Background: an optimization exercise with open tools, aiming at small area and a short achievable clock period. Do not read the settings as production practice. Where RTL was checked, it was by simulation tests only, not by an equivalence proof against the original. For runs 3 to 7, only the layout was checked, not whether the RTL still works. Power is estimated from default activity; no workload was simulated.

## flow/run.sh

```bash
#!/bin/bash
# synth_recipe.tcl (not shown) runs the flow's synth.tcl, then flattens the netlist and writes it again
# the make line also repeats each setting of config.mk as NAME=value (left out here)
make -C /OpenROAD-flow-scripts/flow DESIGN_CONFIG=/design/flow/config.mk WORK_HOME=/design/flow/orfs CLKGATE_MAP_FILE= SYNTH_SCRIPT=/design/flow/synth_recipe.tcl finish
```

## flow/config.mk

```make
export PLATFORM = sky130hd
export DESIGN_NAME = simple_debug
export DESIGN_NICKNAME = simple_debug
export VERILOG_FILES = /design/flow/design.v
export SDC_FILE = /design/flow/constraint.sdc
export NUM_CORES = 4
export LEC_CHECK = 0
export CAP_MARGIN = 20
export CORE_MARGIN = 2
export CORE_UTILIZATION = 40
export SLEW_MARGIN = 20
```

## flow/constraint.sdc

```tcl
create_clock -name core_clock -period 3.0 [get_ports {clk_i}]
set_input_delay 0.6000 -clock core_clock [delete_from_list [all_inputs] [get_ports {clk_i}]]
set_output_delay 0.6000 -clock core_clock [all_outputs]
set_load 0.01 [all_outputs]
```

## flow/design.v

```verilog
module SimpleRam(
   input wire reset_i,
   input wire clk_i,
   input wire wr_i,
   input wire rd_i,
   input wire [LOG2_SIZE - 1: 0] addr_i,
   input wire [DATA_WIDTH - 1:0] data_i,
   output wire [DATA_WIDTH - 1:0] data_o
);
   parameter LOG2_SIZE = 5;
   parameter SIZE = 2**LOG2_SIZE;
   parameter DATA_WIDTH = 16;
   reg [DATA_WIDTH - 1:0] storage[SIZE-1:0];
   reg [DATA_WIDTH - 1:0] out;
   assign data_o = out;
   always @ (posedge clk_i)
   begin
      if (reset_i)
      begin
         out <= 16'h0;
      end
      else
      begin
         if (wr_i)
         begin
            storage[addr_i] <= data_i;
         end
         if (rd_i)
         begin
            out <= storage[addr_i];
         end
      end
   end
endmodule
`timescale 1ns / 1ps
module simple_debug(
   input wire [15:0] data_i,               
   output wire [15:0] data_o,              
   input wire [24:0] addr_i,               
   input wire read_i,                      
   input wire write_i,                     
   input wire [1:0] cs_i,                  
   input wire clk_i,                       
   input wire reset_i,                     
   input wire irq_i,                       
   output wire irq_o,                      
   output wire [4:0] leds_o                
);
   localparam DATA_WIDTH = 16;
   localparam COUNTER_WIDTH = 16;
   reg stage_1;
   reg stage_2;
   reg stage_3;
   wire chip_select = cs_i[0] && cs_i[1];
   wire [DATA_WIDTH - 1:0] data_to_iface = data_i;
   reg [DATA_WIDTH - 1:0] data_from_iface;
   assign data_o = data_from_iface;
   reg [15:0] stored_data;
   reg	[COUNTER_WIDTH - 1:0] counter;  
   assign leds_o[0] = 1;
   assign leds_o[1] = counter[0];
   assign leds_o[2] = counter[COUNTER_WIDTH - 1];
   assign leds_o[3] = irq_i;
   assign leds_o[4] = stored_data[0];
   reg irq;
   assign irq_o = irq;
   parameter RAM_ADDRESS_START = 25'h2000;
   parameter RAM_SIZE = 32;
   parameter RAM_SIZE_LOG2 = 5;
   wire ram_accessed = (({cs_i[0], addr_i} >= RAM_ADDRESS_START) && ({cs_i[0], addr_i} < (RAM_ADDRESS_START + RAM_SIZE*2))) ? 1 : 0;
	wire clear_irq = ({cs_i[0], addr_i} == 25'h0);
   wire [DATA_WIDTH - 1:0] ram_d;
   SimpleRam #(.DATA_WIDTH(DATA_WIDTH),
               .SIZE(RAM_SIZE),
               .LOG2_SIZE(RAM_SIZE_LOG2))
             RAM0(.reset_i(!reset_i),
                  .clk_i(clk_i),
                  .rd_i(!read_i && ram_accessed),
                  .wr_i(!write_i && ram_accessed),
                  .addr_i(addr_i[RAM_SIZE_LOG2:1]),  
                  .data_i(data_to_iface),
                  .data_o(ram_d));
   wire iface_accessed = {stage_2, stage_3} == 2'b01;
   always @ (posedge clk_i) 
   begin
      if (!reset_i)
      begin
         counter <= 0;
         stage_3 <= 0;
         stage_2 <= 0;
         stage_1 <= 0;
         data_from_iface <= 0;
         irq <= 0;
      end
      else
      begin
			if (counter == {COUNTER_WIDTH{1'b1}})
			begin
				irq <= 1;
			end
         counter <= counter + 1;
         stage_3 <= stage_2;
         stage_2 <= stage_1;
         stage_1 <= chip_select;
         if (iface_accessed)
         begin
            if (!read_i)
            begin
               if (ram_accessed)
               begin
                  data_from_iface <= ram_d;
               end
               else
               begin
                  data_from_iface <= (addr_i[DATA_WIDTH - 1:0] | cs_i[0]);
               end
            end
            if (!write_i)
            begin
               if (!ram_accessed)
               begin
						if (clear_irq)
						begin
							irq <= data_to_iface[0];
						end
						else
						begin
	                  stored_data <= data_to_iface;
						end
               end
            end
         end
      end
   end
endmodule
```

==> results of run 1 <==
## stage by stage
stage / utilization / hold WS, ps / setup slack (ps) / setup TNS, ps
2_1_floorplan: - / 412 / 117 / 0
3_3_place_gp: 0.450 / 452 / -223 / -2890
3_5_place_dp: 0.450 / 442 / -207 / -4740
4_1_cts: 0.483 / 474 / 431 / 0
5_1_grt: 0.483 / 492 / 164 / 0
6_report: 0.483 / 469 / 265 / 0
## how the worst min path moves through the flow
| stage | start | cells past startpoint | to |
|---|---|---|---|
| after floorplan | stage_1 | 1 | stage_2 |
| after global placement | stage_1 | 1 | stage_2 |
| after detailed placement | stage_1 | 1 | stage_2 |
| after CTS | stage_1 | 1 | stage_2 |
| after global routing | stage_1 | 1 | stage_2 |
| final | counter[0] | 1 | counter[0] |
## final cells by class
class / instances / area, um^2 / share of cell area
timing repair buffer: 204 / 2130 / 0.0805
tap: 704 / 881 / 0.0332
clock inverter: 43 / 337 / 0.0127
clock buffer: 63 / 1450 / 0.0547
multi-input combinational: 604 / 5240 / 0.198
sequential: 565 / 16400 / 0.621
antenna: 1 / 2.50 / 0.0000945
inverter: 2 / 7.51 / 0.000283
## registers in the layout, summed over array words and instances, names as in the netlist
name / flops
RAM0.out: 16
RAM0.storage: 512
counter: 16
data_from_iface: 16
irq: 1
stage_1: 1
stage_2: 1
stage_3: 1
stored_data: 1
## metal layers
layer	share of wire	vias to the layer above	GRT usage	routed length (um)
li1	-	5404	-	-
met1	0.44	6284	0.285	25200
met2	0.46	493	0.311	26200
met3	0.072	103	0.0384	4110
met4	0.028	0	0.0653	1610
met5	0	-	0	0
## worst reg2reg max path: cells and delay by family, from the launching register on
| kind | cells | cell delay [ps] |
|---|---|---|
| AOI/OAI and AO/OA | 2 | 300 |
| and+or+nand+nor | 2 | 1100 |
| DFF | 1 | 350 |
| muxes | 1 | 310 |
## power by group
part | switching [mW] | total [mW] | internal (mW) | leakage [nW]
combinational | 0.500 | 0.829 | 0.329 | 3.06
sequential | 0.00444 | 8.58 | 8.58 | 5.03
clock | 2.92 | 6.81 | 3.89 | 0.870
total | 3.43 | 16.2 | 12.8 | 8.96
## layout by cell type, fill, tap and decap left out, types with 5 or more instances in the layout
cell type	n
and3_1	7
dfxtp_1	52
a21oi_1	46
or4_1	10
clkinv_2	10
a22oi_1	17
nor2b_1	10
bufinv_16	5
nor4_1	9
clkbuf_1	6
or3_1	6
clkbuf_16	57
edfxtp_1	513
nand2_1	23
clkdlybuf4s50_1	63
nand3_1	16
mux4_2	51
mux2i_1	163
nor3_1	6
nor2_1	42
a31oi_1	5
xor2_1	5
clkinv_1	21
o22ai_1	54
o21ai_0	36
nand4b_1	5
xnor2_1	6
buf_12	35
buf_4	104
and2_1	15
## kinds of logic (layout without fill, tap and decap cells)
group | after synthesis | in the layout
compound gates | 189 | 189
xor+xnor | 11 | 11
fa+ha+maj | 1 | 1
buf+inv | 78 | 312
flops | 565 | 565
mux | 218 | 218
other cells | 1 | 2
simple gates | 184 | 184
==> reports/metrics.cfg, run 1 <==
[logic_synthesis]
synth_top_family_by_area=multiplexers
synth_async_sr_flop_share=0
synth_top_cells_by_count=513 x edfxtp_1, 163 x mux2i_1, 54 x o22ai_1
synth_area_per_cell_um2=17.8
post_synthesis_adder_cell_area_fraction=0.000565
syn-instance-count=1247
yosys.cell_types.count=65
synth_compound_area_frac=0.0533
synth_top_area_frac=0.695
synthXorXnorAreaFrac=0.00435
synth-warning-count=2
number_of_synthesized_flops_with_an_enable_pin=513
netlist.top_cell.by_area=edfxtp_1
postSynth.topFlopCell=edfxtp_1
synth_simple_gate_area_share=0.0489
synth_nets=1296
muxShareOfSynthArea=0.128
sequential_area_share_after_synthesis=0.742
yosysMostFrequentCell=edfxtp_1
synth.area.top_cells=edfxtp_1 70%, mux2i_1 7.4%, mux4_2 5.2%
synthesis.area_mm2=0.0221
synth-seq-cells=565

[power]
power.density_cell_area_mw_per_mm2=612
power.leakage_nw=8.96
total_power_mw=16.2
vdd.ir_drop.worst_uv=612

[critical_path]
cp_data_required_time_ps=3480
worst-path-buf-inv=3
worst_setup_path_end_kind=flip-flop
critical_path.max_stage_delay_ps=880
worstReg2RegStart=RAM0.storage[10][0]
critical-path-top-delay-family=simple AND/OR/NAND/NOR gates
crit_cells=8
worst-r2r-setup-slack_ps=830
reg2regPathDepth=5
path_common_cell=buf_4
crit_path_top_delay_cell=nor4_1
cells_traversed_along_the_worst_timing_path=clkdlybuf4s50_1 -> buf_4 -> or4bb_1 -> buf_4 -> o22ai_1 -> nor4_1 -> and3_1 -> a21oi_1
reg2reg_to=RAM0.out[0]
timing.critical_path.arrival_ps=3220
worst_setup_path_start=addr_i[3]
capturing_instance_or_port_of_the_critical_path=RAM0.out[9]
critPathLaunchType=input port
timing_worst_setup_path_type=in -> reg
critPathMaxFanout=12

[clocking]
clk_pin_slew_worst_paths_ps=60
cts-buffers-inserted=56
post-cts-setup-buffers=0
ctsResizeCount=0
cts_buffer_depth=3
h_tree_levels=2
clock_sink_count=565
tritoncts=done
clock_latency_ps=610
post_cts_hold_buffer_count=0
clock-root-buffer=clkbuf_16

[flow_run]
max-cap-violations=0

[timing]
layout_min_cycle_time_ps=2740
setup_viol=0
grt_setup_unrepaired=no
finalCritPeriodShare=0.912
clock-skew-final_ps=21.4
final-hold-violation-count=0
achievable-frequency_mhz=366
tightest_slew_ps=1020
final_max_slew_viol_count=0
max-slew-margin-rel=0.315

[finish]
syn2layout_area_growth_pct=19.6
nNetsFinal=1482
fraction_of_layout_cells_with_a_size_suffix_above_1=0.195
finish.instance_area_mm2=0.0265
final-instance-count-excl-fill=2186
fillCellCount=4631

[routing]
avgRoutedWirePerCell_um=26.1
vias=12300
drtPass1Iterations=5
antenna_left=0
via_per_inst=5.62
postRouteWirelength_mm=57.1
drt_iter0_drc=1251
drc_errors=0

[placed_design]
gp_congestion=0.916
place.detailed.instances=2079
placement.cell_area_mm2=0.0247
hpwlAfterDp_mm=37.4
port_buffers=66

[floorplanning]
floorplan.core_area_mm2=0.0549
rows=86
ios=70
die_width_um=239
die_h_um=239
die_outline_area_mm2=0.0573
initial_cell_density_of_the_core=0.404

[global_routing]
first_global_vias=12000
largest_net_degree_at_the_start_of_global_routing=54
global_route.overflow_total=0
grt_first_pass_wirelength_mm=82.6
number_of_antenna_violations_at_the_first_check_in_global_routing=0
groute.usage.overall=0.200

[hold_path]
worst_hold_path_type=reg -> reg

[run_status]
status=timing/DRC/antenna clean

==> inputs of run 2 (changes only) <==
--- a/flow/config.mk
+++ b/flow/config.mk
@@ -9,3 +9,4 @@
 export CORE_MARGIN = 2
 export CORE_UTILIZATION = 40
+export SETUP_SLACK_MARGIN = 1.5
 export SLEW_MARGIN = 20
==> reports/metrics.cfg, run 2 <==
[finish]
largest_register_ff_count=512  ; unchanged
syn2layout_area_growth_pct=34.6
fillCellCount=4228  ; -8.7%
nNetsFinal=1601  ; +8.0%
fraction_of_layout_cells_with_a_size_suffix_above_1=0.385  ; +0.190
final_cell_mix=513 x edfxtp_1, 126 x mux2i_1, 114 x buf_4, 72 x buf_6, 65 x clkbuf_16
finalCoreUtilization=0.543  ; +0.0606
largest_register=RAM0.storage
most_common_cell_after_layout_fill_and_taps_aside=edfxtp_1

[placed_design]
hpwlAfterDp_mm=37.2  ; -0.56%
port_buffers=66  ; unchanged
dpl_worst_slack_ps=-265  ; -57.5 ps
gp_congestion=0.906  ; -1.1%

[logic_synthesis]
sequential_area_share_after_synthesis=0.742  ; unchanged
synth_area_per_cell_um2=17.8  ; unchanged
synthesis.area_mm2=0.0221  ; unchanged
number_of_synthesized_flops_with_an_enable_pin=513  ; unchanged
synth_top_area_frac=0.695  ; unchanged
yosysMostFrequentCell=edfxtp_1
netlist.top_cell.by_area=edfxtp_1
synth_async_sr_flop_share=0  ; unchanged
synth-seq-cells=565  ; unchanged
yosys.cell_types.count=65  ; unchanged
postSynth.topFlopCell=edfxtp_1
syn-instance-count=1247  ; unchanged
synth_nets=1296  ; unchanged
synth-warning-count=2  ; unchanged
synth_top_cells_by_count=513 x edfxtp_1, 163 x mux2i_1, 54 x o22ai_1
synth.area.top_cells=edfxtp_1 70%, mux2i_1 7.4%, mux4_2 5.2%

[global_routing]
global_route.overflow_total=0  ; unchanged
first_global_vias=13000  ; +8.8%
groute.usage.overall=0.226  ; +0.0257
number_of_antenna_violations_at_the_first_check_in_global_routing=3  ; +3
largest_net_degree_at_the_start_of_global_routing=54  ; unchanged
grt_first_pass_wirelength_mm=92.4  ; +12%

[clocking]
cts_buffer_depth=3  ; unchanged
clock-root-buffer=clkbuf_16
tritoncts=done
h_tree_levels=2  ; unchanged
clk_pin_slew_worst_paths_ps=60  ; about the same
cts-buffers-inserted=58  ; +3.6%
clock_sink_count=565  ; unchanged
clock_latency_ps=600  ; about the same
post_cts_hold_buffer_count=0  ; unchanged

[power]
power.density_cell_area_mw_per_mm2=560  ; -8.5%
combPwrFrac=0.068  ; +0.017
power.leakage_nw=10.2  ; +14%
total_switching_power_mw=3.54  ; +3.1%
internal_power_mw=13.2  ; +2.9%
swShare=0.212  ; +0.000440
power_frac_clock=0.418  ; -0.002
vdd.ir_drop.worst_uv=369  ; -40%
power.sequential.fraction=0.514  ; -0.015

[critical_path]
critPathMaxFanout=8  ; -4
worst-path-buf-inv=5  ; +2
worst-r2r-setup-slack_ps=1130  ; +300 ps
cells_traversed_along_the_worst_timing_path=buf_6 -> nor4_4 -> nand4b_1 -> nor2_4 -> buf_6 -> buf_6 -> nand4_1 -> buf_4 -> nor2_4 -> clkbuf_16
worst_setup_path_end_kind=flip-flop
path_common_cell=buf_6
critPathLaunchType=input port
timing.critical_path.arrival_ps=2450  ; -770 ps
reg2regPathDepth=5  ; unchanged
crit_path_top_delay_cell=nor4_4
critical-path-top-delay-family=simple AND/OR/NAND/NOR gates
cp_data_required_time_ps=3320  ; -160 ps
critical_path.max_stage_delay_ps=340  ; -540 ps
reg2reg_to=RAM0.out[7]
timing_worst_setup_path_type=in -> reg
worstReg2RegStart=RAM0.storage[2][7]

[timing]
layout_min_cycle_time_ps=2140  ; -600 ps
clock-skew-final_ps=14.4  ; -6.97 ps
achievable-frequency_mhz=468  ; +28%
max-slew-margin-rel=0.599  ; +0.284
setup_ws_ps=864  ; +600 ps
finalCritPeriodShare=0.712  ; -0.200
tightest_slew_ps=597  ; -421 ps
final-hold-violation-count=0  ; unchanged
grt_setup_unrepaired=yes
final_max_slew_viol_count=0  ; unchanged
setup_viol=0  ; unchanged

[hold_path]
worst_hold_path_type=in -> reg
worstHoldPathCells=3  ; +2
min_delay_worst_endpoint=data_from_iface[11]
timing.hold.worst.start=addr_i[11]

[routing]
drtPass1Iterations=5  ; unchanged
avgRoutedWirePerCell_um=28.1  ; +7.6%
postRouteWirelength_mm=64.9  ; +14%
drt_iter0_drc=1381  ; +10%
drc_errors=0  ; unchanged
antenna_left=0  ; unchanged
vias=13400  ; +9.0%
via_per_inst=5.80  ; +3.3%

[floorplanning]
die_h_um=239  ; unchanged
ios=70  ; unchanged
rows=86  ; unchanged
die_outline_area_mm2=0.0573  ; unchanged
initial_cell_density_of_the_core=0.404  ; unchanged
floorplan.core_area_mm2=0.0549  ; unchanged
die_width_um=239  ; unchanged

[flow_run]
max-cap-violations=0  ; unchanged

[run_status]
status=timing/DRC/antenna clean

run 2: cell counts after synthesis:
No cell type changed its count.
run 2: repair_timing:
item,CTS,global route
gates resized for setup,447,47
gates cloned,28,6
pin swaps,73,35
setup endpoints to repair,574,572
endpoints found under the hold margin,0,0
setup buffers,79,13
run 2: through the flow:
stage	cells	total power, mW	TNS, ps	instance area [um^2]	hold WS [ps]
floorplan	1247	9.17	0	22400	412
global placement	2070	9.59	-932	24900	442
detailed placement	2070	9.60	-3600	24900	427
CTS	2287	16.8	0	29400	215
global route	2307	17.1	0	29800	249
finish	2308	16.7	0	29800	256
run 2: how the worst max path moves through the flow:
stage / cells past startpoint / slack, ps / end / from
global placement: 8 / -220 / RAM0.out[12] / addr_i[4]
detailed placement: 8 / -260 / RAM0.out[12] / addr_i[4]
finish: 10 / 860 / RAM0.storage[15][9] / addr_i[11]
floorplan: 7 / 270 / RAM0.storage[9][0] / addr_i[2]
global route: 11 / 850 / RAM0.storage[10][0] / addr_i[11]
CTS: 11 / 990 / RAM0.storage[10][9] / addr_i[11]
run 2: cell type report:
| class | instances | area [um^2] | share of cell area |
|---|---|---|---|
| well taps | 704 | 881 | 0.0295 |
| repair buffers | 321 | 4220 | 0.142 |
| inverters | 2 | 7.51 | 0.000252 |
| clock buffers | 85 | 1660 | 0.0556 |
| flip-flops and latches | 565 | 16500 | 0.552 |
| clock inverters | 25 | 191 | 0.00642 |
| diodes | 2 | 5.00 | 0.000168 |
| multi-input cells | 604 | 6380 | 0.214 |
run 2: worst reg2reg max path, delay by kind of cell, from the launching register on:
kind / cells / cell delay (ps)
compound gates: 2 / 460
flops: 1 / 360
mux: 2 / 760
simple gates: 1 / 180
run 2: metal layers:
layer | up-vias | track usage | wire length [um]
met1 | 7000 | 0.316 | 27200
met2 | 577 | 0.360 | 30800
li1 | 5690 | - | -
met5 | - | 0 | 0
met4 | 0 | 0.0809 | 2250
met3 | 127 | 0.0356 | 4700
run 2: cell families (layout without fill, tap and decap cells):
logic type               Yosys count  in the layout  share of synthesized area
adder cells (fa/ha/maj)            1              1                   0.000565
XOR/XNOR                          11             11                    0.00435
buffers and inverters             78            433                     0.0227
AND/OR/NAND/NOR                  184            184                     0.0489
AO/OA/AOI/OAI                    189            189                     0.0533
multiplexers                     218            218                      0.128
other                              1              3                   0.000169
flip-flops                       565            565                      0.742
run 2: power by group through the flow:
stage          Combinational, mW  Sequential [mW]  Clock, mW
2_1_floorplan              0.415             8.75          0
3_3_place_gp               0.839             8.75          0
3_5_place_dp               0.850             8.75          0
4_1_cts                     1.10             8.59       7.07
5_1_grt                     1.18             8.58       7.38
6_report                    1.14             8.59       6.98
==> inputs of run 3 (changes only) <==
==> flow/design.v (replaced) <==
module SimpleRam(
   input wire clk_i,
   input wire wr_i,
   input wire [4:0] waddr_i,
   input wire [15:0] wdata_i,
   input wire [4:0] raddr_i,
   output wire [15:0] rdata_o
);
   reg [15:0] storage[31:0];
   always @ (posedge clk_i)
   begin
      if (wr_i)
         storage[waddr_i] <= wdata_i;
   end
   assign rdata_o = storage[raddr_i];
endmodule
`timescale 1ns / 1ps
module simple_debug(
   input wire [15:0] data_i,
   output wire [15:0] data_o,
   input wire [24:0] addr_i,
   input wire read_i,
   input wire write_i,
   input wire [1:0] cs_i,
   input wire clk_i,
   input wire reset_i,
   input wire irq_i,
   output wire irq_o,
   output wire [4:0] leds_o
);
   reg stage_1, stage_2, stage_3;
   reg [15:0] counter;
   reg [15:0] data_q;
   reg irq;
   reg led;
   wire chip_select = cs_i[0] & cs_i[1];
   wire [25:0] a = {cs_i[0], addr_i};
   wire ram_accessed = (a[25:6] == 20'h80);
   wire clear_irq = (a == 26'h0);
   wire access = ~stage_2 & stage_3;
   reg p_wr, p_rd, p_rst;
   reg [4:0] p_addr;
   reg [15:0] p_data;
   reg [15:0] rd_q;         
   wire [15:0] ram_word;
   SimpleRam RAM0(.clk_i(clk_i), .wr_i(p_wr), .waddr_i(p_addr), .wdata_i(p_data),
                  .raddr_i(p_addr), .rdata_o(ram_word));
   wire [15:0] rd_now = p_rst ? 16'h0 : (p_rd ? ram_word : rd_q);
   assign data_o = data_q;
   assign irq_o = irq;
   assign leds_o = {led, irq_i, counter[15], counter[0], 1'b1};
   always @ (posedge clk_i)
   begin
      p_wr <= reset_i & ~write_i & ram_accessed;
      p_rd <= ~read_i & ram_accessed;
      p_rst <= ~reset_i;
      p_addr <= addr_i[5:1];
      p_data <= data_i;
      rd_q <= rd_now;
      if (!reset_i)
      begin
         counter <= 0;
         stage_3 <= 0;
         stage_2 <= 0;
         stage_1 <= 0;
         data_q <= 0;
         irq <= 0;
      end
      else
      begin
         if (&counter)
            irq <= 1;
         counter <= counter + 1;
         stage_3 <= stage_2;
         stage_2 <= stage_1;
         stage_1 <= chip_select;
         if (access)
         begin
            if (!read_i)
               data_q <= ram_accessed ? rd_now : (addr_i[15:0] | {15'b0, cs_i[0]});
            if (!write_i && !ram_accessed)
            begin
               if (clear_irq)
                  irq <= data_i[0];
               else
                  led <= data_i[0];
            end
         end
      end
   end
endmodule
==> reports/metrics.cfg, run 3 <==
[routing]
avgRoutedWirePerCell_um=27.8  ; -1.1%
vias=13700  ; +2.5%
drc_errors=0  ; unchanged
drt_iter0_drc=1586  ; +15%
antenna_left=0  ; unchanged
via_per_inst=5.68  ; -2.2%
postRouteWirelength_mm=67.2  ; +3.6%
drtPass1Iterations=5  ; unchanged

[clocking]
post_cts_hold_buffer_count=0  ; unchanged
clock_latency_ps=630  ; +30 ps
h_tree_levels=2  ; unchanged
clock_sink_count=589  ; +4.2%
clock-root-buffer=clkbuf_16
tritoncts=done
cts_buffer_depth=3  ; unchanged
clk_pin_slew_worst_paths_ps=60  ; about the same
cts-buffers-inserted=61  ; +5.2%

[global_routing]
groute.usage.overall=0.215  ; -0.0106
largest_net_degree_at_the_start_of_global_routing=41  ; -24%
first_global_vias=13300  ; +2.1%
grt_first_pass_wirelength_mm=92.7  ; +0.38%
number_of_antenna_violations_at_the_first_check_in_global_routing=0  ; -3
global_route.overflow_total=0  ; unchanged

[floorplanning]
rows=87  ; +1.2%
floorplan.core_area_mm2=0.0565  ; +2.9%
die_h_um=243  ; +1.6%
die_outline_area_mm2=0.0591  ; +3.1%
ios=70  ; unchanged
initial_cell_density_of_the_core=0.405  ; +0.000999
die_width_um=243  ; +1.6%

[timing]
tightest_slew_ps=791  ; +194 ps
final-hold-violation-count=0  ; unchanged
final_max_slew_viol_count=0  ; unchanged
clock-skew-final_ps=22.4  ; +7.96 ps
max-slew-margin-rel=0.473  ; -0.126
totalNegativeSetupSlack_ps=0  ; unchanged
finalCritPeriodShare=0.783  ; +0.0709
grt_setup_unrepaired=yes
achievable-frequency_mhz=426  ; -9.1%
layout_min_cycle_time_ps=2350  ; +213 ps
setup_viol=0  ; unchanged

[critical_path]
cells_traversed_along_the_worst_timing_path=buf_12 -> buf_12 -> buf_16 -> mux4_2 -> a22o_1 -> a211oi_2 -> a311oi_4 -> a21oi_1 -> a21oi_1
timing_worst_setup_path_type=reg -> reg
timing.critical_path.arrival_ps=2870  ; +420 ps
cp_data_required_time_ps=3520  ; +200 ps
crit_path_top_delay_cell=mux4_2
critPathMaxFanout=7  ; -1
worst_setup_path_start=p_addr[0]
critical_path.max_stage_delay_ps=550  ; +210 ps
critPathLaunchType=flip-flop
worst_setup_path_end_kind=flip-flop
worst-path-buf-inv=3  ; -2
critical-path-top-delay-family=compound AO/OA/AOI/OAI gates
worstReg2RegStart=p_addr[0]

[finish]
antenna_cells_inserted=0  ; -2
most_common_cell_after_layout_fill_and_taps_aside=edfxtp_1
largest_register=RAM0.storage
fillCellCount=4357  ; +3.1%
nNetsFinal=1660  ; +3.7%
final_cell_mix=513 x edfxtp_1, 129 x buf_4, 120 x mux2i_1, 81 x buf_6, 79 x clkbuf_16
syn2layout_area_growth_pct=32.8
largest_register_ff_count=512  ; unchanged
fraction_of_layout_cells_with_a_size_suffix_above_1=0.388  ; +0.00294

[run_status]
status=timing/DRC/antenna clean

[flow_run]
max-cap-violations=0  ; unchanged

[power]
vdd.ir_drop.worst_uv=479  ; +30%
power.density_cell_area_mw_per_mm2=575  ; +2.6%
total_power_mw=17.5  ; +4.5%
power.leakage_nw=10.4  ; +1.7%

[logic_synthesis]
synth_top_area_frac=0.674  ; -0.0216
number_of_synthesized_flops_with_an_enable_pin=513  ; unchanged
syn-instance-count=1272  ; +2.0%
synth-seq-cells=589  ; +4.2%
yosys.cell_types.count=68  ; +4.6%
synth_async_sr_flop_share=0  ; unchanged
sequential_area_share_after_synthesis=0.740  ; -0.00202
yosysMostFrequentCell=edfxtp_1
synth.area.top_cells=edfxtp_1 67%, dfxtp_1 6.7%, mux2i_1 5.5%
synth_top_cells_by_count=513 x edfxtp_1, 126 x mux2i_1, 82 x nor2_1
synth-warning-count=2  ; unchanged
synth_nets=1321  ; +1.9%
synthesis.area_mm2=0.0229  ; +3.2%
netlist.top_cell.by_area=edfxtp_1
synth_area_per_cell_um2=18.0  ; +1.2%
postSynth.topFlopCell=edfxtp_1

[hold_path]
timing.hold.worst.start=addr_i[1]
worst_hold_path_type=in -> reg

[placed_design]
gp_congestion=0.864  ; -4.7%
hpwlAfterDp_mm=37.7  ; +1.4%
port_buffers=66  ; unchanged

-- run 3: cell count changes in the layout (fill, tap and decap cells not counted), moves of 11 or more --
| cell | change |
|---|---|
| mux2i_2 | -20 |
| o21ai_0 | -13 |
| o22ai_1 | -21 |
| mux2i_4 | -11 |
| clkbuf_16 | +14 |
| buf_16 | -18 |
| dfxtp_1 | +18 |
| nor2_1 | +34 |
| buf_4 | +15 |
| nor2_4 | +16 |
-- run 3: logic make-up (layout without fill, tap and decap cells) --
family	after synthesis	count (layout)	share of synthesized area
other	1	1	0.000164
adder cells (fa/ha/maj)	1	1	0.000547
multiplexers	196	196	0.121
buffers and inverters	73	463	0.0265
flip-flops	589	589	0.740
AND/OR/NAND/NOR	215	215	0.0466
XOR/XNOR	12	12	0.00460
AO/OA/AOI/OAI	185	185	0.0603
-- run 3: worst paths after layout --
path	end	slack, ps	depth (start not counted)
max	data_q[7]	650	9
min	p_addr[0]	160	1
max reg2reg	data_q[7]	650	9
min reg2reg	stage_3	460	1
-- run 3: repair_timing --
action | CTS | global route
gates cloned | 18 | 14
setup buffers | 71 | 66
setup endpoints to repair | 573 | 573
pin swaps | 32 | 65
resized for setup | 351 | 140
-- run 3: final cells by class --
class,count,area [um^2],share of cell area
inverter,4,16.3,0.000536
clock buffer,83,1680,0.0554
clock inverter,31,278,0.00915
multi-input combinational,610,6270,0.207
tap,756,946,0.0312
sequential,589,17000,0.559
timing repair buffer,345,4200,0.138
-- run 3: per-stage QoR --
stage	worst slack (ps)	instance area (um^2)	std cells	hold slack, ps	util
6_report	652	30400	2418	160	0.537
5_1_grt	578	30400	2418	146	0.537
4_1_cts	623	29100	2338	229	0.515
3_5_place_dp	291	25100	2135	425	0.443
3_3_place_gp	263	25000	2135	439	0.443
2_1_floorplan	846	23200	1272	412	-
-- run 3: routing by layer --
layer | share of wire | routed length [um] | global-route usage
met5 | 0 | 0 | 0
met3 | 0.091 | 6150 | 0.0404
met2 | 0.46 | 31100 | 0.347
met1 | 0.41 | 27400 | 0.301
met4 | 0.038 | 2520 | 0.0585
-- run 3: power breakdown --
part / total, mW / internal [mW] / switching [mW]
Combinational: 1.05 / 0.464 / 0.588
Clock: 7.46 / 4.33 / 3.13
Sequential: 8.94 / 8.91 / 0.0301
-- run 3: worst reg2reg max path: stages, from the launching register on --
cell      delay (ps)
dfxtp_4          350
buf_12           140
buf_12           140
buf_16           140
mux4_2           560
a22o_1           270
a211oi_2         230
a311oi_4         180
a21oi_1          170
a21oi_1           70
==> inputs of run 4 (changes only) <==
--- a/flow/design.v
+++ b/flow/design.v
@@ -1,2 +1,14 @@
+module SimpleRamAoi3(
+   input wire a1, a2, b1, b2, c1, c2,
+   output wire y
+);
+   assign y = ~((a1 & a2) | (b1 & b2) | (c1 & c2));
+endmodule
+module SimpleRamNand11(
+   input wire [10:0] n,
+   output wire y
+);
+   assign y = ~&n;
+endmodule
 module SimpleRam(
    input wire clk_i,
@@ -4,5 +16,6 @@
    input wire [4:0] waddr_i,
    input wire [15:0] wdata_i,
-   input wire [4:0] raddr_i,
+   input wire [32:0] rsel_i,       
+   input wire [15:0] hold_i,
    output wire [15:0] rdata_o
 );
@@ -13,5 +26,22 @@
          storage[waddr_i] <= wdata_i;
    end
-   assign rdata_o = storage[raddr_i];
+   genvar b, g;
+   generate
+      for (b = 0; b < 16; b = b + 1) begin : bits
+         wire [32:0] col;
+         wire [10:0] n;
+         for (g = 0; g < 32; g = g + 1) begin : words
+            assign col[g] = storage[g][b];
+         end
+         assign col[32] = hold_i[b];
+         for (g = 0; g < 11; g = g + 1) begin : groups
+            SimpleRamAoi3 aoi(.a1(col[3*g]), .a2(rsel_i[3*g]),
+                              .b1(col[3*g+1]), .b2(rsel_i[3*g+1]),
+                              .c1(col[3*g+2]), .c2(rsel_i[3*g+2]),
+                              .y(n[g]));
+         end
+         SimpleRamNand11 comb(.n(n), .y(rdata_o[b]));
+      end
+   endgenerate
 endmodule
 `timescale 1ns / 1ps
@@ -43,8 +73,9 @@
    reg [15:0] p_data;
    reg [15:0] rd_q;         
-   wire [15:0] ram_word;
+   wire p_read = p_rd & ~p_rst;
+   wire [32:0] rsel = {~p_rd & ~p_rst, {32{p_read}} & (32'b1 << p_addr)};
+   wire [15:0] rd_now;
    SimpleRam RAM0(.clk_i(clk_i), .wr_i(p_wr), .waddr_i(p_addr), .wdata_i(p_data),
-                  .raddr_i(p_addr), .rdata_o(ram_word));
-   wire [15:0] rd_now = p_rst ? 16'h0 : (p_rd ? ram_word : rd_q);
+                  .rsel_i(rsel), .hold_i(rd_q), .rdata_o(rd_now));
    assign data_o = data_q;
    assign irq_o = irq;
--- a/flow/config.mk
+++ b/flow/config.mk
@@ -9,4 +9,4 @@
 export CORE_MARGIN = 2
 export CORE_UTILIZATION = 40
-export SETUP_SLACK_MARGIN = 1.5
 export SLEW_MARGIN = 20
+export SYNTH_HIERARCHICAL = 1
==> reports/metrics.cfg, run 4 <==
[critical_path]
timing.critical_path.arrival_ps=3410  ; +540 ps
critical_path.max_stage_delay_ps=540  ; about the same
critPathMaxFanout=16  ; +9
timing_worst_setup_path_type=reg -> reg
cp_data_required_time_ps=3500  ; -20 ps
critPathLaunchType=flip-flop
worst-r2r-setup-slack_ps=90  ; -560 ps
crit_path_top_delay_cell=a222oi_1
worst_setup_path_end_kind=flip-flop
reg2regPathDepth=10  ; +1
cells_traversed_along_the_worst_timing_path=buf_4 -> and3b_1 -> nand2_1 -> nor2_1 -> buf_12 -> a222oi_1 -> nand4_1 -> or3_1 -> a41oi_1 -> a21oi_1

[power]
power.density_cell_area_mw_per_mm2=673  ; +17%
power_frac_clock=0.453  ; +0.026
combPwrFrac=0.017  ; -0.043
power.leakage_nw=8.16  ; -21%
power.sequential.fraction=0.530  ; +0.018
total_power_mw=16.9  ; -3.2%
internal_power_mw=13.6  ; -1.1%
vdd.ir_drop.worst_uv=456  ; -4.7%
total_switching_power_mw=3.34  ; -11%
swShare=0.198  ; -0.0169

[timing]
layout_min_cycle_time_ps=2910  ; +564 ps
final_max_slew_viol_count=0  ; unchanged
finalCritPeriodShare=0.971  ; +0.188
hold_slack_ps=427  ; +267 ps
setup_viol=0  ; unchanged
clock-skew-final_ps=22.4  ; -0.0385 ps
tightest_slew_ps=909  ; +117 ps
grt_setup_unrepaired=yes
final-hold-violation-count=0  ; unchanged
achievable-frequency_mhz=343  ; -19%
max-slew-margin-rel=0.394  ; -0.0782

[routing]
antenna_left=0  ; unchanged
drt_iter0_drc=1932  ; +22%
vias=12400  ; -9.8%
drc_errors=0  ; unchanged
drtPass1Iterations=10  ; +5
postRouteWirelength_mm=55.9  ; -17%
via_per_inst=5.99  ; +5.5%
avgRoutedWirePerCell_um=27.1  ; -2.7%

[finish]
nNetsFinal=1384  ; -17%
fraction_of_layout_cells_with_a_size_suffix_above_1=0.181  ; -0.207
largest_register=RAM0.storage
antenna_cells_inserted=0  ; unchanged
largest_register_ff_count=512  ; unchanged
fillCellCount=4238  ; -2.7%
multiInputGateArea_mm2=0.00355  ; -43%
most_common_cell_after_layout_fill_and_taps_aside=edfxtp_1
flip_flop_and_latch_area_mm2=0.0169  ; -0.24%
syn2layout_area_growth_pct=21.9
final_cell_mix=513 x edfxtp_1, 176 x a222oi_1, 123 x buf_4, 80 x nor2_1, 73 x dfxtp_1

[global_routing]
grt_first_pass_wirelength_mm=81.4  ; -12%
largest_net_degree_at_the_start_of_global_routing=33  ; -20%
groute.usage.overall=0.209  ; -0.00684
first_global_vias=12100  ; -9.2%
global_route.overflow_total=0  ; unchanged
number_of_antenna_violations_at_the_first_check_in_global_routing=4  ; +4

[logic_synthesis]
synth_area_per_cell_um2=18.7  ; +4.3%
synth_nets=1149  ; -13%
postSynth.topFlopCell=edfxtp_1
synth_top_area_frac=0.747  ; +0.0734
synth-seq-cells=589  ; unchanged
synth.area.top_cells=edfxtp_1 75%, a222oi_1 8.5%, dfxtp_1 7.4%
synthesis.area_mm2=0.0206  ; -9.8%
yosys.cell_types.count=50  ; -26%
synth_top_cells_by_count=513 x edfxtp_1, 176 x a222oi_1, 85 x nor2_1
number_of_synthesized_flops_with_an_enable_pin=513  ; unchanged
syn-instance-count=1100  ; -14%
yosysMostFrequentCell=edfxtp_1
synth-warning-count=8  ; +6
synth_async_sr_flop_share=0  ; unchanged
netlist.top_cell.by_area=edfxtp_1
sequential_area_share_after_synthesis=0.821  ; +0.0807

[clocking]
cts-buffers-inserted=60  ; -1.6%
tritoncts=done
clock_latency_ps=620  ; about the same
post_cts_hold_buffer_count=0  ; unchanged
clock_sink_count=589  ; unchanged
h_tree_levels=2  ; unchanged
clk_pin_slew_worst_paths_ps=60  ; about the same
clock-root-buffer=clkbuf_16
cts_buffer_depth=3  ; unchanged
post-cts-setup-buffers=0  ; -100%

[placed_design]
hpwlAfterDp_mm=33.8  ; -10%
gp_congestion=0.851  ; -1.5%
port_buffers=66  ; unchanged

[floorplanning]
die_width_um=231  ; -5.0%
floorplan.core_area_mm2=0.0511  ; -9.6%
rows=83  ; -4.6%
die_outline_area_mm2=0.0534  ; -9.7%
ios=70  ; unchanged
initial_cell_density_of_the_core=0.403  ; -0.00118
die_h_um=231  ; -5.0%

[hold_path]
worstHoldPathCells=1  ; unchanged
worst_hold_path_type=in -> reg

[run_status]
status=timing/DRC/antenna clean

[flow_run]
max-cap-violations=0  ; unchanged

-- run 4: stage by stage --
stage               cells  area (um^2)  setup TNS, ps   util  worst slack [ps]
floorplan            1100        20600              0      -               707
global placement     1953        23100              0  0.451              10.2
finish               2066        25100              0  0.492              87.5
CTS                  2066        25100              0  0.491              36.3
global route         2066        25100         -0.441  0.492            -0.441
detailed placement   1953        23100              0  0.452              83.7
-- run 4: cell families after synthesis --
| logic type | share of synthesized area |
|---|---|
| flip-flops | 0.821 |
| AND/OR/NAND/NOR | 0.0623 |
| AO/OA/AOI/OAI | 0.102 |
| buffers and inverters | 0.00856 |
| XOR/XNOR | 0.00510 |
| adder cells (fa/ha/maj) | 0.000607 |
| other | 0.000182 |
-- run 4: Yosys stat by module, one instance, submodules excluded --
module           copies in the design  area [um^2]  cells inside  flip-flops and latches
SimpleRamNand11                    16         23.8             4                       0
SimpleRam                           1        15600           559                     512
simple_debug                        1         2860           301                      77
SimpleRamAoi3                     176         10.0             1                       0
-- run 4: path summary, 6_finish.rpt --
kind | from | endpoint
worst max-delay path | p_rst | data_q[14]
worst min-delay path | data_i[4] | p_data[4]
worst max register to register | p_rst | data_q[14]
worst min register to register | stage_1 | stage_2
-- run 4: repair_timing --
item,4_1_cts,5_1_grt
setup endpoints to repair,0,12
resized for setup,0,8
endpoints found under the hold margin,0,0
-- run 4: cell type report --
class,count,area share
inverter,6,0.000896
tap,680,0.0339
sequential,589,0.674
clock buffer,73,0.0633
clock inverter,40,0.0173
timing repair buffer,197,0.0694
multi-input combinational,481,0.141
-- run 4: worst max-delay path: cells and delay by family, from the launching register on --
kind | cells | cell delay [ps]
flip-flops | 1 | 340
AND/OR/NAND/NOR | 5 | 1310
buffers and inverters | 2 | 270
AO/OA/AOI/OAI | 3 | 850
-- run 4: power by group through the flow --
| stage | sequential (mW) | combinational, mW | clock, mW |
|---|---|---|---|
| after floorplan | 9.15 | 0.0558 | 0 |
| after global placement | 9.13 | 0.284 | 0 |
| after detailed placement | 9.13 | 0.290 | 0 |
| after CTS | 8.95 | 0.293 | 7.77 |
| after global routing | 8.95 | 0.313 | 8.09 |
| final | 8.96 | 0.295 | 7.65 |
-- run 4: metal layers --
metal	vias to the layer above	part of all wire	track usage
met5	-	0	0
met4	0	0.024	0.0663
li1	5328	-	-
met1	6317	0.41	0.292
met2	657	0.47	0.336
met3	76	0.092	0.0331
==> inputs of run 5 (changes only) <==
--- a/flow/config.mk
+++ b/flow/config.mk
@@ -9,4 +9,5 @@
 export CORE_MARGIN = 2
 export CORE_UTILIZATION = 40
+export SETUP_SLACK_MARGIN = 1.2
 export SLEW_MARGIN = 20
 export SYNTH_HIERARCHICAL = 1
==> reports/metrics.cfg, run 5 <==
[clocking]
tritoncts=done
post_cts_hold_buffer_count=0  ; unchanged
clock-root-buffer=clkbuf_16
cts-buffers-inserted=58  ; -3.3%
cts_buffer_depth=3  ; unchanged
h_tree_levels=2  ; unchanged
clock_latency_ps=620  ; about the same
clk_pin_slew_worst_paths_ps=60  ; about the same
clock_sink_count=589  ; unchanged

[critical_path]
timing.critical_path.arrival_ps=3210  ; -200 ps
worstReg2RegStart=p_addr[2]
timing_worst_setup_path_type=reg -> reg
critPathMaxFanout=7  ; -9
worst_setup_path_start=p_addr[2]
cp_data_required_time_ps=3500  ; about the same
critPathLaunchType=flip-flop
worst_setup_path_end_kind=flip-flop

[global_routing]
largest_net_degree_at_the_start_of_global_routing=33  ; unchanged
first_global_vias=12000  ; -0.90%
number_of_antenna_violations_at_the_first_check_in_global_routing=0  ; -4
groute.usage.overall=0.208  ; -0.00105
grt_first_pass_wirelength_mm=81.2  ; -0.31%
global_route.overflow_total=0  ; unchanged

[logic_synthesis]
synth_nets=1149  ; unchanged
number_of_synthesized_flops_with_an_enable_pin=513  ; unchanged
synth-warning-count=8  ; unchanged
synth_async_sr_flop_share=0  ; unchanged
synth_area_per_cell_um2=18.7  ; unchanged
synth_top_area_frac=0.747  ; unchanged
yosys.cell_types.count=50  ; unchanged
synth_top_cells_by_count=513 x edfxtp_1, 176 x a222oi_1, 85 x nor2_1
yosysMostFrequentCell=edfxtp_1
netlist.top_cell.by_area=edfxtp_1
postSynth.topFlopCell=edfxtp_1
synthesis.area_mm2=0.0206  ; unchanged
synth-seq-cells=589  ; unchanged
sequential_area_share_after_synthesis=0.821  ; unchanged
synth.area.top_cells=edfxtp_1 75%, a222oi_1 8.5%, dfxtp_1 7.4%
syn-instance-count=1100  ; unchanged

[finish]
final_cell_mix=513 x edfxtp_1, 176 x a222oi_1, 112 x buf_4, 61 x clkbuf_16, 56 x dfxtp_1
nNetsFinal=1419  ; +2.5%
largest_register=RAM0.storage
fraction_of_layout_cells_with_a_size_suffix_above_1=0.277  ; +0.0961
syn2layout_area_growth_pct=26.5
most_common_cell_after_layout_fill_and_taps_aside=edfxtp_1
largest_register_ff_count=512  ; unchanged
antenna_cells_inserted=0  ; unchanged
finish.instance_area_mm2=0.0261  ; +3.8%
fillCellCount=4125  ; -2.7%

[timing]
final-hold-violation-count=0  ; unchanged
max-slew-margin-rel=0.304  ; -0.0906
finalCritPeriodShare=0.901  ; -0.0695
final_max_slew_viol_count=0  ; unchanged
grt_setup_unrepaired=yes
tightest_slew_ps=1040  ; +134 ps
layout_min_cycle_time_ps=2700  ; -208 ps
achievable-frequency_mhz=370  ; +7.7%
totalNegativeSetupSlack_ps=0  ; unchanged
setup_viol=0  ; unchanged
clock-skew-final_ps=23.0  ; +0.636 ps

[floorplanning]
die_h_um=231  ; unchanged
ios=70  ; unchanged
die_outline_area_mm2=0.0534  ; unchanged
initial_cell_density_of_the_core=0.403  ; unchanged
floorplan.core_area_mm2=0.0511  ; unchanged
die_width_um=231  ; unchanged
rows=83  ; unchanged

[hold_path]
timing.hold.worst.start=addr_i[3]
worst_hold_path_type=in -> reg

[routing]
antenna_left=0  ; unchanged
postRouteWirelength_mm=57.3  ; +2.4%
avgRoutedWirePerCell_um=27.3  ; +0.87%
via_per_inst=5.98  ; -0.17%
drc_errors=0  ; unchanged
drt_iter0_drc=2194  ; +14%
vias=12500  ; +1.4%
drtPass1Iterations=9  ; -1

[placed_design]
gp_congestion=0.866  ; +1.7%
port_buffers=66  ; unchanged
placement.cell_area_mm2=0.0227  ; -1.5%
hpwlAfterDp_mm=33.0  ; -2.3%

[flow_run]
max-cap-violations=0  ; unchanged

[run_status]
status=timing/DRC/antenna clean

[power]
power.leakage_nw=8.52  ; +4.4%
power.density_cell_area_mw_per_mm2=645  ; -4.1%
combPwrFrac=0.022  ; +0.005
internal_power_mw=13.5  ; -0.42%
power_frac_clock=0.447  ; -0.006
power.sequential.fraction=0.531  ; about the same
swShare=0.198  ; about the same
total_switching_power_mw=3.33  ; -0.47%
vdd.ir_drop.worst_uv=437  ; -4.2%

## run 5: cell counts after synthesis
No cell type changed its count.
## run 5: stage by stage
step / power (mW) / hold WS, ps / setup slack, ps / util / instances
2_1_floorplan: 9.22 / 412 / 964 / - / 1100
3_3_place_gp: 9.42 / 428 / 233 / 0.445 / 1897
3_5_place_dp: 9.43 / 432 / 223 / 0.445 / 1897
4_1_cts: 16.9 / 392 / 392 / 0.498 / 2054
5_1_grt: 17.3 / 270 / 298 / 0.510 / 2098
6_report: 16.8 / 294 / 296 / 0.510 / 2098
## run 5: path summary, 6_finish.rpt
kind / endpoint / slack (ps) / depth (start not counted)
worst max-delay path: data_q[8] / 300 / 8
worst min register to register: counter[0] / 450 / 1
worst min-delay path: p_addr[2] / 290 / 1
worst max register to register: data_q[8] / 300 / 8
## run 5: layout make-up
class / count / area, um^2 / share of cell area
Clock buffer: 76 / 1570 / 0.0602
Clock inverter: 32 / 419 / 0.0161
Inverter: 6 / 22.5 / 0.000864
Multi-Input combinational cell: 488 / 4110 / 0.157
Sequential cell: 589 / 17000 / 0.651
Tap cell: 680 / 851 / 0.0326
Timing Repair Buffer: 227 / 2140 / 0.0820
## run 5: per-layer routing
layer,global-route usage,share of wire,up-vias
met5,0,0,-
met4,0.0583,0.028,0
met3,0.0421,0.097,80
met2,0.311,0.45,683
met1,0.308,0.42,6387
li1,-,-,5398
## run 5: repair_timing
| item | CTS | global route |
|---|---|---|
| gates cloned | 8 | 7 |
| buffers inserted | 41 | 37 |
| resized for setup | 180 | 40 |
| pin swaps | 82 | 67 |
| endpoints found under the setup margin | 117 | 55 |
## run 5: critical path, stage by stage (launching register included)
cell      delay (ps)
dfxtp_4          410
nor2_1           120
nand2_4          140
nor2_4            90
a222oi_1         630
nand4_1          410
or3_4            490
a41oi_2          200
a21oi_1           80
## run 5: cells by family after synthesis
logic type      share of synthesized area
compound gates                      0.102
xor+xnor                          0.00510
fa+ha+maj                        0.000607
buf+inv                           0.00856
flops                               0.821
other cells                      0.000182
simple gates                       0.0623
## run 5: power groups by stage
stage,combinational (mW),sequential [mW],clock (mW)
after floorplan,0.0686,9.16,0
after global placement,0.303,9.11,0
after detailed placement,0.311,9.11,0
after CTS,0.347,8.93,7.65
after global routing,0.387,8.93,7.96
final,0.367,8.94,7.53
## run 5: Yosys stat by module, one instance, submodules excluded
module | flip-flops and latches | cells inside | copies in the design | area [um^2]
SimpleRamNand11 | 0 | 4 | 16 | 23.8
SimpleRam | 512 | 559 | 1 | 15600
SimpleRamAoi3 | 0 | 1 | 176 | 10.0
simple_debug | 77 | 301 | 1 | 2860
==> inputs of run 6 (changes only) <==
--- a/flow/config.mk
+++ b/flow/config.mk
@@ -9,5 +9,5 @@
 export CORE_MARGIN = 2
 export CORE_UTILIZATION = 40
-export SETUP_SLACK_MARGIN = 1.2
+export CTS_BUF_LIST = sky130_fd_sc_hd__clkbuf_4 sky130_fd_sc_hd__clkbuf_8
 export SLEW_MARGIN = 20
 export SYNTH_HIERARCHICAL = 1
==> reports/metrics.cfg, run 6 <==
[logic_synthesis]
syn-instance-count=1100  ; unchanged
synthesis.area_mm2=0.0206  ; unchanged
yosys.cell_types.count=50  ; unchanged
synth_nets=1149  ; unchanged
number_of_synthesized_flops_with_an_enable_pin=513  ; unchanged
synth_async_sr_flop_share=0  ; unchanged
synth_top_cells_by_count=513 x edfxtp_1, 176 x a222oi_1, 85 x nor2_1
synth_top_area_frac=0.747  ; unchanged
sequential_area_share_after_synthesis=0.821  ; unchanged
synth-seq-cells=589  ; unchanged
synth_area_per_cell_um2=18.7  ; unchanged
synth-warning-count=8  ; unchanged
netlist.top_cell.by_area=edfxtp_1
yosysMostFrequentCell=edfxtp_1
synth.area.top_cells=edfxtp_1 75%, a222oi_1 8.5%, dfxtp_1 7.4%
postSynth.topFlopCell=edfxtp_1

[timing]
grt_setup_unrepaired=no
final-hold-violation-count=0  ; unchanged
hold_slack_ps=378  ; +83.7 ps
clock-skew-final_ps=40.1  ; +17.1 ps
finalCritPeriodShare=0.981  ; +0.0796
tightest_slew_ps=909  ; -134 ps
setup_viol=0  ; unchanged
max-slew-margin-rel=0.394  ; +0.0901
totalNegativeSetupSlack_ps=0  ; unchanged
layout_min_cycle_time_ps=2940  ; +239 ps
final_max_slew_viol_count=0  ; unchanged
achievable-frequency_mhz=340  ; -8.1%

[critical_path]
cells_traversed_along_the_worst_timing_path=buf_4 -> and3b_1 -> nand3_2 -> nor2_1 -> buf_12 -> a222oi_1 -> nand4_1 -> or3_4 -> a41oi_1 -> a21oi_1
worst_setup_path_end_kind=flip-flop
worstReg2RegStart=p_rst
critical-path-top-delay-family=simple AND/OR/NAND/NOR gates
reg2regPathDepth=10  ; +2
critPathMaxFanout=16  ; +9
cp_data_required_time_ps=3540  ; +40 ps
timing_worst_setup_path_type=reg -> reg
worst_setup_path_start=p_rst
worst-path-buf-inv=2  ; +2
critical_path.max_stage_delay_ps=540  ; -90 ps
capturing_instance_or_port_of_the_critical_path=data_q[6]
crit_cells=10  ; +2
reg2reg_to=data_q[6]
crit_path_top_delay_cell=a222oi_1
critPathLaunchType=flip-flop
worst-r2r-setup-slack_ps=60  ; -240 ps
timing.critical_path.arrival_ps=3480  ; +270 ps

[placed_design]
hpwlAfterDp_mm=33.8  ; +2.3%
port_buffers=66  ; unchanged
place.detailed.instances=1953  ; +3.0%
gp_congestion=0.851  ; -1.7%

[clocking]
cts-buffers-inserted=96  ; +66%
tritoncts=done
cts_buffer_depth=3  ; unchanged
post-cts-setup-buffers=0  ; -100%
clock_sink_count=589  ; unchanged
h_tree_levels=3  ; +1
clk_pin_slew_worst_paths_ps=60  ; about the same
clock-root-buffer=clkbuf_8
clock_latency_ps=680  ; +60 ps

[floorplanning]
die_h_um=231  ; unchanged
rows=83  ; unchanged
floorplan.core_area_mm2=0.0511  ; unchanged
initial_cell_density_of_the_core=0.403  ; unchanged
die_width_um=231  ; unchanged
die_outline_area_mm2=0.0534  ; unchanged
ios=70  ; unchanged

[finish]
fillCellCount=4253  ; +3.1%
final_cell_mix=513 x edfxtp_1, 176 x a222oi_1, 123 x buf_4, 102 x clkbuf_8, 80 x nor2_1
nNetsFinal=1420  ; +0.070%
most_common_cell_after_layout_fill_and_taps_aside=edfxtp_1
largest_register_ff_count=512  ; unchanged
largest_register=RAM0.storage
syn2layout_area_growth_pct=21.6
final-instance-count-excl-fill=2130  ; +1.5%
fraction_of_layout_cells_with_a_size_suffix_above_1=0.224  ; -0.0529

[routing]
vias=12500  ; -0.66%
drt_iter0_drc=1790  ; -18%
antenna_left=0  ; unchanged
avgRoutedWirePerCell_um=26.2  ; -3.9%
drtPass1Iterations=10  ; +1
via_per_inst=5.85  ; -2.2%
drc_errors=0  ; unchanged
postRouteWirelength_mm=55.9  ; -2.4%

[power]
vdd.ir_drop.worst_uv=338  ; -23%
power.density_cell_area_mw_per_mm2=649  ; +0.62%
combPwrFrac=0.018  ; -0.004
internal_power_mw=12.9  ; -4.2%
power.leakage_nw=8.21  ; -3.6%
swShare=0.205  ; +0.00716
power.sequential.fraction=0.551  ; +0.020
power_frac_clock=0.431  ; -0.016
total_switching_power_mw=3.33  ; +0.20%

[global_routing]
first_global_vias=12400  ; +3.6%
groute.usage.overall=0.209  ; +0.00174
global_route.overflow_total=0  ; unchanged
grt_first_pass_wirelength_mm=81.5  ; +0.39%
largest_net_degree_at_the_start_of_global_routing=33  ; unchanged
number_of_antenna_violations_at_the_first_check_in_global_routing=6  ; +6

[hold_path]
worst_hold_path_type=in -> reg

[flow_run]
max-cap-violations=0  ; unchanged

[run_status]
status=timing/DRC/antenna clean

[run 6: cell counts after synthesis]
No cell type changed its count.
[run 6: area by class of cell]
| class | count | area (um^2) | share of cell area |
|---|---|---|---|
| tap | 680 | 851 | 0.0339 |
| multi-input combinational | 481 | 3550 | 0.142 |
| timing repair buffer | 197 | 1740 | 0.0696 |
| inverter | 6 | 22.5 | 0.000899 |
| sequential | 589 | 16900 | 0.676 |
| antenna | 1 | 2.50 | 0.0000999 |
| clock inverter | 33 | 248 | 0.00989 |
| clock buffer | 143 | 1710 | 0.0683 |
[run 6: per-stage QoR]
stage                     instance area, um^2  setup slack, ps  total power, mW  utilization
after floorplan                         20600              707             9.21            -
after global placement                  23100             10.2             9.41        0.451
after detailed placement                23100             83.7             9.42        0.452
after CTS                               25000             44.2             16.4        0.490
after global routing                    25100             3.07             16.8        0.490
final                                   25100             57.1             16.3        0.490
[run 6: cells by family (layout without fill, tap and decap cells)]
logic type | Yosys count | in the layout | share of synthesized area
AOI/OAI and AO/OA | 231 | 231 | 0.102
other | 1 | 2 | 0.000182
DFF | 589 | 589 | 0.821
adders and majority gates | 1 | 1 | 0.000607
xor gates and xnor gates | 12 | 12 | 0.00510
buffers and inverters | 30 | 379 | 0.00856
and+or+nand+nor | 236 | 236 | 0.0623
[run 6: worst register-to-register path: cells and delay by family (launching register included)]
kind | cells | cell delay (ps)
buffers and inverters | 2 | 280
AOI/OAI and AO/OA | 3 | 860
DFF | 1 | 330
and+or+nand+nor | 5 | 1330
[run 6: how the worst min path moves through the flow]
| stage | start | endpoint | slack [ps] | cells after the start |
|---|---|---|---|---|
| 5_1_grt | data_i[15] | p_data[15] | 330 | 1 |
| 2_1_floorplan | stage_1 | stage_2 | 410 | 1 |
| 3_3_place_gp | stage_1 | stage_2 | 430 | 1 |
| 3_5_place_dp | stage_1 | stage_2 | 430 | 1 |
| 6_report | data_i[4] | p_data[4] | 380 | 1 |
| 4_1_cts | data_i[15] | p_data[15] | 310 | 1 |
[run 6: power by group through the flow]
stage / Clock, mW / Combinational [mW] / Sequential (mW)
6_report: 7.02 / 0.295 / 8.96
4_1_cts: 7.17 / 0.292 / 8.96
3_3_place_gp: 0 / 0.284 / 9.13
2_1_floorplan: 0 / 0.0558 / 9.15
5_1_grt: 7.51 / 0.312 / 8.96
3_5_place_dp: 0 / 0.290 / 9.13
[run 6: timing repair]
item,4_1_cts,5_1_grt
gates resized for setup,0,9
hold buffers,0,0
endpoints found under the setup margin,0,14
[run 6: Yosys stat by module (local to each module, per instance)]
module / area, um^2 / cells inside
SimpleRam: 15600 / 559
SimpleRamNand11: 23.8 / 4
simple_debug: 2860 / 301
SimpleRamAoi3: 10.0 / 1
[run 6: per-layer routing]
layer,global-route usage,up-vias,routed length (um)
li1,-,5410,-
met1,0.289,6364,23000
met2,0.335,611,26500
met3,0.0470,80,5160
met4,0.0581,0,1230
met5,0,-,0
==> inputs of run 7 (changes only) <==
--- a/flow/design.v
+++ b/flow/design.v
@@ -64,4 +64,5 @@
    reg irq;
    reg led;
+   reg [15:0] rd_q;         
    wire chip_select = cs_i[0] & cs_i[1];
    wire [25:0] a = {cs_i[0], addr_i};
@@ -69,12 +70,9 @@
    wire clear_irq = (a == 26'h0);
    wire access = ~stage_2 & stage_3;
-   reg p_wr, p_rd, p_rst;
-   reg [4:0] p_addr;
-   reg [15:0] p_data;
-   reg [15:0] rd_q;         
-   wire p_read = p_rd & ~p_rst;
-   wire [32:0] rsel = {~p_rd & ~p_rst, {32{p_read}} & (32'b1 << p_addr)};
+   wire ram_rd = reset_i & ~read_i & ram_accessed;
+   wire ram_wr = reset_i & ~write_i & ram_accessed;
+   wire [32:0] rsel = {reset_i & ~ram_rd, {32{ram_rd}} & (32'b1 << addr_i[5:1])};
    wire [15:0] rd_now;
-   SimpleRam RAM0(.clk_i(clk_i), .wr_i(p_wr), .waddr_i(p_addr), .wdata_i(p_data),
+   SimpleRam RAM0(.clk_i(clk_i), .wr_i(ram_wr), .waddr_i(addr_i[5:1]), .wdata_i(data_i),
                   .rsel_i(rsel), .hold_i(rd_q), .rdata_o(rd_now));
    assign data_o = data_q;
@@ -83,9 +81,4 @@
    always @ (posedge clk_i)
    begin
-      p_wr <= reset_i & ~write_i & ram_accessed;
-      p_rd <= ~read_i & ram_accessed;
-      p_rst <= ~reset_i;
-      p_addr <= addr_i[5:1];
-      p_data <= data_i;
       rd_q <= rd_now;
       if (!reset_i)
@@ -109,5 +102,5 @@
          begin
             if (!read_i)
-               data_q <= ram_accessed ? rd_now : (addr_i[15:0] | {15'b0, cs_i[0]});
+               data_q <= ram_accessed ? rd_q : (addr_i[15:0] | {15'b0, cs_i[0]});
             if (!write_i && !ram_accessed)
             begin
--- a/flow/config.mk
+++ b/flow/config.mk
@@ -9,5 +9,5 @@
 export CORE_MARGIN = 2
 export CORE_UTILIZATION = 40
-export CTS_BUF_LIST = sky130_fd_sc_hd__clkbuf_4 sky130_fd_sc_hd__clkbuf_8
+export SETUP_SLACK_MARGIN = 1.2
 export SLEW_MARGIN = 20
 export SYNTH_HIERARCHICAL = 1
==> reports/metrics.cfg, run 7 <==
[run_status]
status=timing/DRC/antenna clean

[global_routing]
first_global_vias=12700  ; +2.6%
grt_first_pass_wirelength_mm=85.8  ; +5.3%
groute.usage.overall=0.225  ; +0.0152
global_route.overflow_total=0  ; unchanged
largest_net_degree_at_the_start_of_global_routing=33  ; unchanged
number_of_antenna_violations_at_the_first_check_in_global_routing=0  ; -6

[critical_path]
worst-r2r-setup-slack_ps=1100  ; +1040 ps
worst_setup_path_end_kind=flip-flop
critPathLaunchType=input port
reg2reg_to=rd_q[6]
worstReg2RegStart=RAM0.storage[12][6]
timing.critical_path.arrival_ps=3000  ; -480 ps
timing_worst_setup_path_type=in -> reg
critPathMaxFanout=7  ; -9
reg2regPathDepth=3  ; -7
cp_data_required_time_ps=3510  ; -30 ps

[clocking]
cts-buffers-inserted=56  ; -42%
clock_sink_count=565  ; -4.1%
cts_buffer_depth=3  ; unchanged
clock-root-buffer=clkbuf_16
tritoncts=done
clock_latency_ps=640  ; -40 ps
h_tree_levels=2  ; -1
clk_pin_slew_worst_paths_ps=60  ; about the same

[timing]
finalCritPeriodShare=0.830  ; -0.151
achievable-frequency_mhz=402  ; +18%
final_max_slew_viol_count=0  ; unchanged
tightest_slew_ps=887  ; -22.4 ps
hold_slack_ps=335  ; -43.0 ps
final-hold-violation-count=0  ; unchanged
grt_setup_unrepaired=yes
setup_ws_ps=511  ; +454 ps
clock-skew-final_ps=54.9  ; +14.7 ps
setup_viol=0  ; unchanged
max-slew-margin-rel=0.409  ; +0.0150
layout_min_cycle_time_ps=2490  ; -454 ps

[floorplanning]
ios=70  ; unchanged
initial_cell_density_of_the_core=0.403  ; about the same
floorplan.core_area_mm2=0.0500  ; -2.2%
die_outline_area_mm2=0.0522  ; -2.2%
die_width_um=229  ; -1.1%
rows=82  ; -1.2%
die_h_um=229  ; -1.1%

[finish]
nNetsFinal=1510  ; +6.3%
largest_register_ff_count=512  ; unchanged
largest_register=RAM0.storage
antenna_cells_inserted=0  ; -1
finalCoreUtilization=0.546  ; +0.0558
most_common_cell_after_layout_fill_and_taps_aside=edfxtp_1
syn2layout_area_growth_pct=35.4
fillCellCount=3889  ; -8.6%
final_cell_mix=513 x edfxtp_1, 176 x a222oi_1, 140 x buf_4, 63 x clkbuf_16, 54 x buf_6
fraction_of_layout_cells_with_a_size_suffix_above_1=0.299  ; +0.0748

[logic_synthesis]
synthesis.area_mm2=0.0202  ; -2.2%
synth_top_cells_by_count=513 x edfxtp_1, 176 x a222oi_1, 74 x nor2_1
number_of_synthesized_flops_with_an_enable_pin=513  ; unchanged
synth_async_sr_flop_share=0  ; unchanged
sequential_area_share_after_synthesis=0.816  ; -0.00538
synth_top_area_frac=0.764  ; +0.0168
synth-seq-cells=565  ; -4.1%
synth.area.top_cells=edfxtp_1 76%, a222oi_1 8.7%, dfxtp_1 5.2%
syn-instance-count=1091  ; -0.82%
yosys.cell_types.count=45  ; -10%
synth_nets=1140  ; -0.78%
netlist.top_cell.by_area=edfxtp_1
postSynth.topFlopCell=edfxtp_1
synth-warning-count=8  ; unchanged
yosysMostFrequentCell=edfxtp_1
synth_area_per_cell_um2=18.5  ; -1.4%

[placed_design]
gp_congestion=0.848  ; -0.32%
hpwlAfterDp_mm=34.8  ; +2.9%
port_buffers=66  ; unchanged
dpl_worst_slack_ps=-648  ; -731 ps

[power]
combPwrFrac=0.023  ; +0.005
power.density_cell_area_mw_per_mm2=584  ; -10%
total_switching_power_mw=3.19  ; -4.3%
internal_power_mw=12.7  ; -1.5%
power_frac_clock=0.438  ; +0.007
swShare=0.200  ; -0.00465
total_power_mw=15.9  ; -2.1%
vdd.ir_drop.worst_uv=477  ; +41%
power.leakage_nw=9.34  ; +14%
power.sequential.fraction=0.539  ; -0.012

[flow_run]
max-cap-violations=0  ; unchanged

[routing]
drc_errors=0  ; unchanged
vias=13100  ; +5.0%
drtPass1Iterations=9  ; -1
drt_iter0_drc=2070  ; +16%
antenna_left=0  ; unchanged
postRouteWirelength_mm=60.2  ; +7.6%
via_per_inst=6.00  ; +2.6%
avgRoutedWirePerCell_um=27.6  ; +5.2%

[hold_path]
worstHoldPathCells=4  ; +3
min_delay_worst_endpoint=data_q[9]
worst_hold_path_type=in -> reg
timing.hold.worst.start=addr_i[9]

-- run 7: cell types whose count changed in the layout (fill, tap and decap cells not counted), moves of 21 or more --
| cell | before | now |
|---|---|---|
| clkbuf_16 | 0 | 63 |
| clkbuf_4 | 41 | 0 |
| buf_12 | 8 | 53 |
| clkbuf_8 | 102 | 8 |
| nor2_1 | 80 | 41 |
| buf_6 | 0 | 54 |
| dfxtp_1 | 72 | 51 |
| nor2_4 | 1 | 31 |
| clkdlybuf4s50_1 | 66 | 19 |
-- run 7: per-module statistics from Yosys (local to each module, per instance) --
module | cells | flip-flops and latches | times used | cell area [um^2]
simple_debug | 292 | 53 | 1 | 2410
SimpleRamAoi3 | 1 | 0 | 176 | 10.0
SimpleRam | 559 | 512 | 1 | 15600
SimpleRamNand11 | 4 | 0 | 16 | 23.8
-- run 7: worst max path at each step --
stage	from	endpoint	slack (ps)	depth (start not counted)
6_report	addr_i[24]	rd_q[7]	510	13
5_1_grt	addr_i[24]	rd_q[7]	430	13
4_1_cts	addr_i[24]	rd_q[14]	590	13
3_5_place_dp	addr_i[10]	rd_q[15]	-650	13
3_3_place_gp	addr_i[17]	rd_q[14]	-630	12
2_1_floorplan	addr_i[19]	RAM0.storage[24][0]	160	7
-- run 7: area by class of cell --
| type | instances | area (um^2) | area share |
|---|---|---|---|
| clock inverter | 25 | 273 | 0.00999 |
| multi-input combinational | 493 | 4100 | 0.150 |
| timing repair buffer | 340 | 4020 | 0.147 |
| tap | 672 | 841 | 0.0308 |
| clock buffer | 80 | 1590 | 0.0583 |
| sequential | 565 | 16400 | 0.603 |
| inverter | 5 | 18.8 | 0.000688 |
-- run 7: kinds of logic after synthesis --
logic type	Yosys count	share of synthesized area
buf+inv	33	0.00720
flops	565	0.816
simple gates	257	0.0702
other cells	1	0.000186
compound gates	224	0.102
fa+ha+maj	1	0.000621
xor+xnor	10	0.00434
-- run 7: power by group through the flow --
stage	Sequential [mW]	Combinational [mW]	Clock (mW)
floorplan	8.76	0.0706	0
global placement	8.75	0.354	0
CTS	8.59	0.368	7.06
finish	8.59	0.373	6.98
detailed placement	8.75	0.364	0
global route	8.58	0.397	7.38
-- run 7: per-stage QoR --
stage / area, um^2 / TNS, ps / instances
global placement: 23800 / -97050 / 1983
global route: 27300 / 0 / 2180
detailed placement: 23800 / -93070 / 1983
floorplan: 20400 / 0 / 1091
CTS: 26800 / 0 / 2152
finish: 27300 / 0 / 2180
-- run 7: worst max-delay path: stages --
cell and delay, ps:
buf_8 80, nor4_4 30, buf_4 140, and3_4 180, nand2_8 110, buf_8 130
buf_6 130, nor3_4 50, buf_12 150, buf_4 150, a222oi_1 450, nand4_1 370
or3_1 430
-- run 7: layer usage --
layer | share of wire | vias to the layer above | track usage
met5 | 0 | - | 0
met4 | 0.033 | 0 | 0.0858
met3 | 0.11 | 80 | 0.0546
met2 | 0.45 | 803 | 0.342
met1 | 0.40 | 6583 | 0.313
li1 | - | 5618 | -
-- run 7: what timing repair did --
item | 4_1_cts | 5_1_grt
cloned | 21 | 7
hold buffers | 0 | 0
setup buffers | 43 | 21
resized for setup | 171 | 74
pin swaps | 48 | 42
setup endpoints to repair | 557 | 548

==> separate check: timing with driven ports <==
The results above use ideal ports. As a check the final layouts listed here were re-extracted and re-timed, cells and wires unchanged. Step 1: set_driving_cell puts a clkbuf_16 on clk_i and a buf_2 on each other input, an assumption about the parent block. Step 2 also shifts input and output timing later by t, the mid clock arrival at the registers, as if the neighbouring blocks saw the same clock. Three values: no drivers, after step 1, after step 2; two values: the first two.
run | t, ns | setup slack, ns | hold slack, ns | worst register clock-pin slew, ns | worst data-port slew with drivers (ns)
run 1 | 0.655 | 0.265 / 0.293 / -0.362 | 0.469 / 0.469 / 0.469 | 0.07 / 0.07 | 0.06
run 2 | 0.659 | 0.864 / 0.887 / 0.228 | 0.256 / 0.240 / 0.453 | 0.06 / 0.06 | 0.28
run 3 | 0.677 | 0.652 / 0.652 / 0.539 | 0.160 / 0.131 / 0.463 | 0.07 / 0.07 | 0.06
run 4 | 0.669 | 0.087 / 0.087 / 0.087 | 0.427 / 0.390 / 0.435 | 0.07 / 0.07 | 0.06
run 5 | 0.671 | 0.296 / 0.296 / 0.296 | 0.294 / 0.253 / 0.451 | 0.07 / 0.07 | 0.06
run 6 | 0.714 | 0.057 / 0.057 / 0.057 | 0.378 / 0.344 / 0.435 | 0.07 / 0.07 | 0.06
run 7 | 0.673 | 0.511 / 0.515 / -0.158 | 0.335 / 0.324 / 0.449 | 0.07 / 0.07 | 0.06
Met with ideal ports but missed after step 2: setup timing in run 1 and run 7. The setup slack of run 7, which loses most, moves by +0.004 ns with the drivers and by -0.669 ns with both steps.
